This design comes from an exercise in tuning for small area on the open sky130 flow, not from production work.
In this exercise RTL edits were held to simulation tests only and were not proved equivalent to the original.
Power is estimated from default activity; no workload was simulated.

### flow/run.sh
#!/bin/bash
# synth_recipe.tcl (not shown) runs the flow's synth.tcl, then flattens the netlist and writes it again
# the make line also repeats each setting of config.mk as NAME=value (left out here)
make -C /OpenROAD-flow-scripts/flow DESIGN_CONFIG=/design/flow/config.mk WORK_HOME=/design/flow/orfs CLKGATE_MAP_FILE= SYNTH_SCRIPT=/design/flow/synth_recipe.tcl finish
### flow/config.mk
export PLATFORM = sky130hd
export DESIGN_NAME = ECC_array
export DESIGN_NICKNAME = ECC_array
export VERILOG_FILES = /design/flow/design.v
export SDC_FILE = /design/flow/constraint.sdc
export NUM_CORES = 4
export LEC_CHECK = 0
export CAP_MARGIN = 20
export CORE_MARGIN = 2
export CORE_UTILIZATION = 70
export CTS_BUF_LIST = sky130_fd_sc_hd__clkbuf_16
export CTS_CLUSTER_DIAMETER = 100
export CTS_CLUSTER_SIZE = 30
export GPL_TIMING_DRIVEN = 0
export PLACE_DENSITY = 0.85
export SLEW_MARGIN = 20
### flow/design.v
module ECC_MODULE(
input clk,
input [7:0] din,
input en,           
input sel_d,        
input sel_a,        
input sel_x,        
input acc,          
output [7:0] dout
);
reg [7:0] d, f, a2, a1, a0, x;
wire [7:0] fe = {8{en}} & f;
wire [7:0] g2, g1, g0;
wire s0 = fe[3] ^ fe[7];
wire s1 = fe[4] ^ fe[6];
wire s2 = fe[5] ^ s1;
wire s3 = fe[1] ^ fe[5];
wire s4 = fe[6] ^ fe[7];
wire s5 = fe[2] ^ s4;
wire s6 = fe[0] ^ s3;
wire s7 = fe[3] ^ s1;
wire s8 = fe[5] ^ s4;
wire s9 = fe[2] ^ s6;
wire s10 = fe[2] ^ s7;
wire s11 = fe[6] ^ s10;
wire s12 = s7 ^ s8;
wire s13 = s0 ^ s10;
wire s14 = fe[6] ^ s6;
wire s15 = fe[0] ^ fe[3];
wire s16 = fe[1] ^ s8;
wire s17 = s6 ^ s16;
wire s18 = fe[7] ^ s12;
wire s19 = s2 ^ s9;
wire s20 = s0 ^ s6;
wire s21 = fe[0] ^ s2;
wire s22 = fe[2] ^ s0;
wire s23 = s3 ^ s22;
wire s24 = s8 ^ s22;
assign g2[7] = s2;
assign g2[6] = s12;
assign g2[5] = s10;
assign g2[4] = s23;
assign g2[3] = s9;
assign g2[2] = s14;
assign g2[1] = s17;
assign g2[0] = s8;
assign g1[7] = s10;
assign g1[6] = s23;
assign g1[5] = s19;
assign g1[4] = s20;
assign g1[3] = s15;
assign g1[2] = s7;
assign g1[1] = s2;
assign g1[0] = s12;
assign g0[7] = s16;
assign g0[6] = s21;
assign g0[5] = s18;
assign g0[4] = s11;
assign g0[3] = s24;
assign g0[2] = s13;
assign g0[1] = s0;
assign g0[0] = s5;
always @(posedge clk) begin
    d  <= din;
    f  <= din ^ a2;
    a2 <= g2 ^ a1;
    a1 <= g1 ^ a0;
    a0 <= g0;
    x  <= x ^ ({8{acc}} & dout);
end
assign dout = ({8{sel_d}} & d) | ({8{sel_a}} & a2) | ({8{sel_x}} & x);
endmodule
module ECC_array(
input clk,
input rst_n,
input [127:0] axis_ins_tdata,
input axis_ins_tvalid,
output axis_ins_tready,
output [127:0] axis_ous_tdata,
output axis_ous_valid,
input axis_ous_ready 
    );
assign axis_ins_tready = 1'b1;
reg v, t1, t2, t3, sa, sx, rs, sd, vo;
wire last = v & ~axis_ins_tvalid;
always @(posedge clk or negedge rst_n) begin
    if (!rst_n) begin
        v  <= 1'b0;
        t1 <= 1'b0;
        t2 <= 1'b0;
        t3 <= 1'b0;
        sa <= 1'b0;
        sd <= 1'b0;
        vo <= 1'b0;
    end else begin
        v  <= axis_ins_tvalid;
        t1 <= last;
        t2 <= t1;
        t3 <= t2;
        sa <= last | t1 | t2;
        sd <= ~(last | t1 | t2 | t3 | rs);
        vo <= axis_ins_tvalid | v | t1 | t2 | t3;
    end
end
always @(posedge clk or negedge rst_n) begin
    if (!rst_n) begin
        sx <= 1'b1;
        rs <= 1'b1;
    end else begin
        sx <= t3;
        rs <= 1'b0;
    end
end
wire acc = (v & axis_ins_tvalid) | sa | sx;
assign axis_ous_valid = vo;
genvar l;
generate
for (l = 0; l < 16; l = l + 1) begin : lane
    ECC_MODULE u (
        .clk(clk),
        .din(axis_ins_tdata[8*l+7:8*l]),
        .en(v),
        .sel_d(sd),
        .sel_a(sa),
        .sel_x(sx),
        .acc(acc),
        .dout(axis_ous_tdata[127-8*l:120-8*l])
    );
end
endgenerate
endmodule
### flow/constraint.sdc
create_clock -name core_clock -period 3.2 [get_ports {clk}]
set_input_delay 0.6400 -clock core_clock [delete_from_list [all_inputs] [get_ports {clk}]]
set_output_delay 0.6400 -clock core_clock [all_outputs]
set_load 0.01 [all_outputs]
==> impl_results.rst <==
.. list-table::
   :header-rows: 1

   * - Metric
     - Value
   * - Buffers from clock root to sink, at most
     - 3
   * - Synth-to-Final Area Change
     - 14.02%
   * - Clock input transition at the sequential cells of the worst setup and hold paths
     - about 0.11 ns
   * - Post-CTS Hold Fix Bufs
     - 0
   * - Net count, final
     - between 3,000 and 4,000
   * - Half-perimeter wire length after detailed placement
     - a little under 50 mm
   * - Detailed Route WL
     - between 60 and 70 mm
   * - Die height
     - 209.1 µm
   * - Final critical-path required period
     - about 3.2 ns
   * - RePlAce Congestion
     - between 0.9 and 1
   * - Commonest register cell after synthesis
     - sky130_fd_sc_hd__dfxtp_1
   * - Highest metal layer used by the detailed router
     - met5
   * - Number of nets in the synthesized netlist
     - ~2,900
   * - Ordered cell list for the critical path
     - clkbuf_8, buf_4, a22oi_1, nand2_1, clkdlybuf4s50_1
   * - Total negative slack for setup checks
     - 0 ns
   * - Crit path kind
     - reg2out
   * - Share of final-layout standard cells stronger than drive strength 1
     - between 7 and 8%
   * - Leading cell type by number of instances after synthesis
     - sky130_fd_sc_hd__dfxtp_1
   * - Most instantiated cells after synthesis
     - sky130_fd_sc_hd__dfxtp_1 (768), sky130_fd_sc_hd__nand2_1 (541), sky130_fd_sc_hd__xnor2_1 (480)
   * - Dpl ws
     - -0.3443 ns
   * - Via Count
     - ~19,000
   * - Placeable core region
     - roughly 42,000 µm²
   * - CTS H-tree lvls
     - 1
   * - Number of flops mapped to enable cells by yosys
     - 0
   * - Avg Vias per Cell
     - about 5.3
   * - Row cnt
     - 75
   * - Clock tree root driver cell
     - sky130_fd_sc_hd__clkbuf_16
   * - Remaining antenna violation count
     - 0
   * - CTS tree
     - built
   * - Latest clock arrival within the worst-skew pair
     - just over 0.6 ns
   * - Netlist cell types
     - 38
   * - Flip-flop and latch count after synthesis
     - 777
   * - Gate count after technology mapping
     - roughly 2,700
   * - Max-slew violation total from the final report
     - 0
   * - Detailed-route DRC error count
     - 0
   * - Die width
     - between 200 and 250 µm
   * - Worst clock skew
     - roughly 0.013 ns
   * - Highest achievable clock rate
     - roughly 320 MHz
   * - Utilization after layout
     - between 80% and 90%
   * - Status
     - complete, no violations
   * - Syn avg cell area
     - 10.76 µm²
   * - DR WL met2
     - roughly 33 mm
   * - Depth of the worst register-to-register path
     - 5
   * - Gr ovfl total
     - 0
   * - Final non-filler cell area
     - ~34,000 µm²
   * - Mapped cell area
     - 29,440 µm²
   * - Worst hold-check slack
     - between 0.3 and 0.4 ns
   * - Largest net degree at the start of global routing
     - 32
   * - Ratio of final minimum period to clock period
     - a little over nine tenths
   * - Hold crit path type
     - in2async
   * - Resize count post-CTS
     - between 40 and 50
   * - Remaining max-slew budget at the tightest pin
     - between 20% and 30%
   * - Initial cell density of the core
     - between 70 and 80%
   * - Die Outline Area
     - approximately 44,000 µm²
   * - TritonCTS buffer count
     - 29
   * - Total length of routed met3 wires
     - ~4.0 mm
   * - Worst R2R Setup Slack
     - between 0.3 and 0.4 ns
   * - Number of failing setup endpoints in the final timing report
     - 0
   * - Max capacitance violation total
     - 0
   * - Leakage
     - roughly 0.014 µW
   * - Boundary Pins
     - between 200 and 300
   * - Fraction of synthesis flops using an asynchronous set or reset pin
     - approximately 1.2%
   * - Antenna violations before repair
     - 4
   * - CP max FO
     - 10
   * - Main area contributors after synthesis
     - sky130_fd_sc_hd__dfxtp_1 (52%), sky130_fd_sc_hd__xnor2_1 (14%), sky130_fd_sc_hd__xor2_1 (11%)
   * - Top-area cell type share of the netlist area
     - between 50% and 60%
   * - Least-Margin Pin Slew
     - roughly 1.2 ns
   * - Areal power density over the cells
     - 1310 nW/µm²
   * - Global-route wire length before repair
     - about 110 mm
   * - Setup ws final
     - approximately 0.043 ns
   * - Critical R2R Capture
     - lane[5].u.a0[4]
   * - RSZ-0062 raised after global routing
     - yes
   * - Hold Fails Final Rpt
     - 0
   * - Kind of start point of the critical path
     - flip-flop
   * - Synth Warn #
     - 2
   * - Post-detailed-placement cell area
     - about 33,000 µm²
   * - Element type at the critical path end
     - output port
   * - Library cell occupying the most area in the post-synthesis netlist
     - sky130_fd_sc_hd__dfxtp_1
   * - Routed length per placed instance
     - about 19 µm
   * - Worst EP arrival
     - approximately 2.5 ns
   * - Global-route usage over all layers
     - a little under a third
   * - CTS sink count
     - slightly below 800
   * - Number of global-route vias before repair
     - between 15,000 and 20,000
   * - Number of setup buffers added after CTS
     - 0
   * - Detailed Routing Iterations Pass 1
     - 7
   * - Crit-path max cell delay
     - around 0.58 ns
   * - Wire length the detailed router placed on met1
     - slightly below 30 mm
   * - Quantity of I/O buffers inserted on ports
     - ~260
   * - Reg-to-reg critical path startpoint
     - v
   * - Iteration-0 DRC count of the detailed router
     - 1,248
   * - Max stage delay cell, worst path
     - sky130_fd_sc_hd__dfstp_2
   * - Required time reported for the critical path endpoint
     - ~2.6 ns
   * - Peak VDD IR
     - ~860 µV
   * - Sequential-to-total area share from yosys stat
     - 53.00%
[cells by family after synthesis]
group	share of synthesized area (%)
other cells	0.02551
mux	1.148
compound gates	3.388
xor+xnor	29.50
buf+inv	2.584
flops	53.00
simple gates	10.35
[final cells by class]
| class | instances | area (µm²) |
|---|---|---|
| buffer | 143 | 863.3 |
| sequential | 777 | 15600 |
| multi-input combinational | 1811 | 13070 |
| tap | 539 | 674.4 |
| timing repair buffer | 259 | 2592 |
| antenna | 3 | 7.507 |
| clock buffer | 29 | 725.7 |
| clock inverter | 3 | 12.51 |
| fill | 2708 | 8195 |
| inverter | 3 | 11.26 |
[sequential cells by signal, indices dropped and copies added, names as in the netlist]
register / cells
lane.u.d: 128
vo: 1
lane.u.a0: 128
sd: 1
t2: 1
t3: 1
lane.u.x: 128
v: 1
sa: 1
lane.u.f: 128
sx: 1
rs: 1
lane.u.a2: 128
lane.u.a1: 128
t1: 1
[worst max-delay path, delay by kind of cell (launching register included)]
kind	cells	cell delay, ns
and+or+nand+nor	1	0.17
AOI/OAI and AO/OA	1	0.09
buffers and inverters	3	1.06
DFF	1	0.58
[worst max path at each step]
stage	from	endpoint	slack (ns)	cells after the start
6_report	sx	axis_ous_tdata[122]	0.04	5
5_1_grt	sa	axis_ous_tdata[101]	-0.007	5
4_1_cts	sx	axis_ous_tdata[7]	0.002	5
3_5_place_dp	sx	axis_ous_tdata[67]	-0.34	5
3_3_place_gp	sa	axis_ous_tdata[67]	-0.34	5
2_1_floorplan	sx	axis_ous_tdata[100]	1.28	4
[power breakdown]
| part | internal, µW | switching [µW] |
|---|---|---|
| registers | 14400 | 2980 |
| logic | 11800 | 10400 |
| clock network | 1640 | 2810 |
[metrics by stage]
stage | std cells | power (µW)
floorplan | 2735 | 34210
global placement | 3533 | 38660
detailed placement | 3533 | 39350
CTS | 3564 | 43980
global route | 3567 | 46840
finish | 3567 | 43960
[per-layer routing]
| metal | vias up | global-route usage, % |
|---|---|---|
| met3 | 118 | 4.358 |
| met4 | 2 | 11.63 |
| met1 | 9138 | 42.01 |
| li1 | 9029 | - |
| met2 | 573 | 52.89 |
| met5 | - | 0 |
[cell usage in the layout (no fill, tap or decap), types with 29 or more instances in the layout]
| cell type | n |
|---|---|
| sky130_fd_sc_hd__a22oi_1 | 127 |
| sky130_fd_sc_hd__and2_1 | 52 |
| sky130_fd_sc_hd__buf_2 | 82 |
| sky130_fd_sc_hd__clkbuf_16 | 29 |
| sky130_fd_sc_hd__clkdlybuf4s50_1 | 259 |
| sky130_fd_sc_hd__dfxtp_1 | 768 |
| sky130_fd_sc_hd__nand2_1 | 541 |
| sky130_fd_sc_hd__nor2_1 | 100 |
| sky130_fd_sc_hd__xnor2_1 | 480 |
| sky130_fd_sc_hd__xor2_1 | 357 |

[afterwards: timing with drivers on the ports]
No port has a modelled driver above. Below, the same layout with a new extraction and two added sets of constraints. Step 1 sets driving cells, clkbuf_16 on the clock port and buf_2 on the other inputs (assumed; they add their load-dependent delay and slew). Step 2 also shifts input and output timing later by t, the mid clock arrival at the registers, as if the neighbouring blocks saw the same clock. Three values: no drivers, after step 1, after step 2; two values: the first two.
t (ns): 0.670
setup slack, ns: 0.043 / -0.015 / 0.379
hold slack, ns: 0.324 / 0.287 / 0.412
worst data-port slew with drivers (ns): 0.09
pins driven straight from the clock port: 1
After both steps this run still meets setup and hold. The setup slack of this run moves by -0.058 ns with the drivers and by +0.336 ns with both steps.
